This is an optimization exercise on Yosys and OpenROAD, whose aim is small area, a short achievable clock period and few clock cycles per item, not a production implementation. Where RTL was checked, it was by simulation tests only, not by an equivalence proof against the original. Power and IR drop assume default switching activity.

// Out_of_Order_divider
module Out_of_Order_divider (clk, rst, start, memory_write_complete, dd_addr, dd_data, qr_we, qr_addr, qr_data);
input clk, rst, start;
output memory_write_complete;
output [4:0] dd_addr;
input [15:0] dd_data;
output qr_we;
output [4:0] qr_addr;
output [15:0] qr_data;
reg [5:0] cnt;
reg run;
wire last = run && (cnt == 6'd33);
always @(posedge clk, posedge rst)
begin
  if (rst) begin
    cnt <= 6'd0;
    run <= 1'b0;
  end else if (last) begin
    cnt <= 6'd0;
    run <= 1'b0;
  end else if (start || run) begin
    cnt <= cnt + 6'd1;
    run <= 1'b1;
  end
end
wire [5:0] wcnt = cnt - 6'd2;
assign dd_addr = cnt[4:0];
assign qr_we = run && (cnt >= 6'd2);
assign qr_addr = wcnt[4:0];
assign memory_write_complete = last;
single_divider divider (.Clk(clk), .a_in(dd_data[15:8]), .d_in(dd_data[7:0]), .q_out(qr_data[15:8]), .r_out(qr_data[7:0]));
endmodule
For scale: roughly 350 cells after synthesis, about 50 flip-flops, roughly 47 I/O pins, ~0.0033 mm2 of cells after synthesis.
==> flow/config.mk <==
export PLATFORM = sky130hd
export DESIGN_NAME = Out_of_Order_divider
export DESIGN_NICKNAME = Out_of_Order_divider
export VERILOG_FILES = /design/flow/design.v
export SDC_FILE = /design/flow/constraint.sdc
export NUM_CORES = 4
export LEC_CHECK = 0
export CAP_MARGIN = 20
export CORE_MARGIN = 2
export CORE_UTILIZATION = 40
export PLACE_DENSITY = 0.6
export SLEW_MARGIN = 20
==> flow/constraint.sdc <==
create_clock -name core_clock -period 6.0 [get_ports {clk}]
set_input_delay 1.2000 -clock core_clock [delete_from_list [all_inputs] [get_ports {clk}]]
set_output_delay 1.2000 -clock core_clock [all_outputs]
set_load 0.01 [all_outputs]
run.sh (not shown) runs the stock make flow with config.mk's settings and CLKGATE_MAP_FILE= SYNTH_SCRIPT=/design/flow/synth_recipe.tcl, a recipe that flattens the netlist after the stock synthesis.
The baseline completed with no timing, DRC or antenna violations.
Edit:
==> flow/flow/run.sh (new file) <==
#!/bin/bash
# The standard layout, with every input and output port buffered by a
# sky130_fd_sc_hd__buf_1 instead of the resizer's default choice.
set -euo pipefail
bash standard.sh BUFFER_PORTS_ARGS="-buffer_cell sky130_fd_sc_hd__buf_1"  finish > standard.log 2>&1
==> flow/standard.sh (new file) <==
#!/bin/bash
# synth_recipe.tcl (not shown) runs the flow's synth.tcl, then flattens the netlist and writes it again
# the make line also repeats each setting of config.mk as NAME=value (left out here)
make -C /OpenROAD-flow-scripts/flow DESIGN_CONFIG=/design/flow/config.mk WORK_HOME=/design/flow/orfs CLKGATE_MAP_FILE= SYNTH_SCRIPT=/design/flow/synth_recipe.tcl "${@:-finish}"
removed: flow/run.sh
Total power is lower by 5.6%.
Cell area is lower by 8.8%.
Count of clock-buffer cells in the layout is unchanged.
Worst setup slack loses 0.066 ns.
No functional check of the RTL was part of any run of this note.

---

run A:
Out_of_Order_divider, a different RTL version from the one above (not shown whole).
Size in the first run: ~410 cells after synthesis, ~85 flip-flops.
clock: 6.0 ns
lec_check: 0
abc_area: 1
cap_margin: 20
core_margin: 2
core_utilization: 40
place_density: 0.6
setup_slack_margin: 3.4
slew_margin: 20
standard.sh (not shown) runs the stock make flow with config.mk's settings and CLKGATE_MAP_FILE= SYNTH_SCRIPT=/design/flow/synth_recipe.tcl, a recipe that flattens the netlist after the stock synthesis.
==> flow/flow/run.sh <==
#!/bin/bash
set -euo pipefail
bash standard.sh BUFFER_PORTS_ARGS="-buffer_cell sky130_fd_sc_hd__buf_1" ADDER_MAP_FILE= CTS_ARGS="-sink_clustering_enable -repair_clock_nets -dont_use_dummy_load" finish > standard.log 2>&1
Testbench counts of run A, summed over its fixed seeds: cycles 6,912, jobs 192.
#### Input delta (run B over run A)
- a change of SETUP_SLACK_MARGIN from 3.4 to 2.8
==> flow/flow/run.sh <==
#!/bin/bash
# Layout flow: the standard layout (standard.sh: ORFS from synthesis to
# finish) with two changes to how the layout is made:
#  - synthesis leaves the adders to ABC (ADDER_MAP_FILE empty, so no full- or
#    half-adder cells are extracted) and ABC restructures the divider's borrow
#    chains for delay; the registers come out exactly as in the standard run;
#  - every input and output port is buffered by a sky130_fd_sc_hd__buf_1;
#  - clock tree synthesis inserts no dummy loads (-dont_use_dummy_load).
# The tools' full output goes to standard.log; ORFS keeps its per-step logs
# under orfs/logs.
set -euo pipefail
bash standard.sh BUFFER_PORTS_ARGS="-buffer_cell sky130_fd_sc_hd__buf_1" ADDER_MAP_FILE= \
  CTS_ARGS="-sink_clustering_enable -repair_clock_nets -dont_use_dummy_load" finish > standard.log 2>&1
--- outcome ---
Highest achievable clock rate (run B over run A): decrease, 18 MHz. Per the comparison of run B with run A, net switching power of the design fell by 35 uW, non-clock buffer share of cell area decreased by 4.6 points relative to the old numbers, maximum vdd drop shows a reduction of 19 uV. Diff run B and run A: required time reported for the critical path endpoint higher in run A.
The inputs of run C differ from those of run B as listed below.
- swapping 2.8 for 2.5 in SETUP_SLACK_MARGIN
- clearing ABC_AREA, which used to be 1
==> flow/flow/run.sh <==
#!/bin/bash
set -euo pipefail
bash standard.sh BUFFER_PORTS_ARGS="-buffer_cell sky130_fd_sc_hd__buf_1" ADDER_MAP_FILE= CTS_ARGS="-sink_clustering_enable -repair_clock_nets -dont_use_dummy_load -sink_clustering_size 30 -sink_clustering_max_diameter 200" finish > standard.log 2>&1
### Flow results
- For run B, the beginning of the critical path was dd_data[6], unlike run C, where it was divider.d_p2[6].
- Looking at via count of the first global-routing pass across run C and run B, the one that comes out higher is run C.
- Delta (run C minus run B): pin count of the biggest net entering global routing has increased; highest ir drop seen on vdd went up about 16%.
Setup changes, run C to run D
- CORE_UTILIZATION changed from 40 to 55
- PLACE_DENSITY changed from 0.6 to 0.75
==> flow/flow/run.sh <==
#!/bin/bash
# The standard layout, with every input and output port buffered by a
# sky130_fd_sc_hd__buf_1 instead of the resizer's default choice.
set -euo pipefail
bash standard.sh BUFFER_PORTS_ARGS="-buffer_cell sky130_fd_sc_hd__buf_1" ADDER_MAP_FILE= finish > standard.log 2>&1
==> run notes <==
Run D finished every stage and its layout cleared the timing, design-rule and antenna checks.
Run D and run C ended up with roughly the same number of hold buffers added after cts.
Re last weighted congestion value of the routability-driven placer: run D and run C aren't equal, and the higher value belongs to run C.
On initial standard-cell utilization of the core, the lower figure sits with run C, not run D.
The run with more setup slack is run C; run D has less.

-- static timing again, ports no longer ideal --
No port has a modelled driver above. Below, the same layouts with a new extraction and two added sets of constraints. Step 1: set_driving_cell puts a clkbuf_16 on clk and a buf_2 on each other input, an assumption about the parent block. Step 2 moves the port delays by t, midway between the first and last clock arrival at a register: inputs arrive t later, outputs are due t later. That takes back most of the time a late clock gives input paths. a / b / c = ideal / step 1 / step 2; a / b = the first two.
run	shift t [ns]	setup WS [ns]	clock arrival spread, ns	slew at the worst register clock pin (ns)	cell pins on the clock port's net
the first run of note 1	0.330	0.369 / 0.380 / 0.051	0.009 / 0.009	0.10 / 0.10	1
the second run of note 1	0.331	0.303 / 0.309 / -0.022	0.008 / 0.008	0.10 / 0.10	1
run A	0.369	3.202 / 3.211 / 2.842	0.024 / 0.025	0.09 / 0.09	1
run B	0.365	3.051 / 3.062 / 2.697	0.028 / 0.028	0.09 / 0.09	1
run C	0.370	2.743 / 2.743 / 2.386	0.033 / 0.033	0.09 / 0.09	1
run D	0.379	2.682 / 2.682 / 2.682	0.010 / 0.009	0.09 / 0.09	1
Met with ideal ports but missed after step 2: setup timing in the second run of note 1. For run A, which loses most, drivers alone change the setup slack by +0.009 ns; drivers and shift together by -0.360 ns.
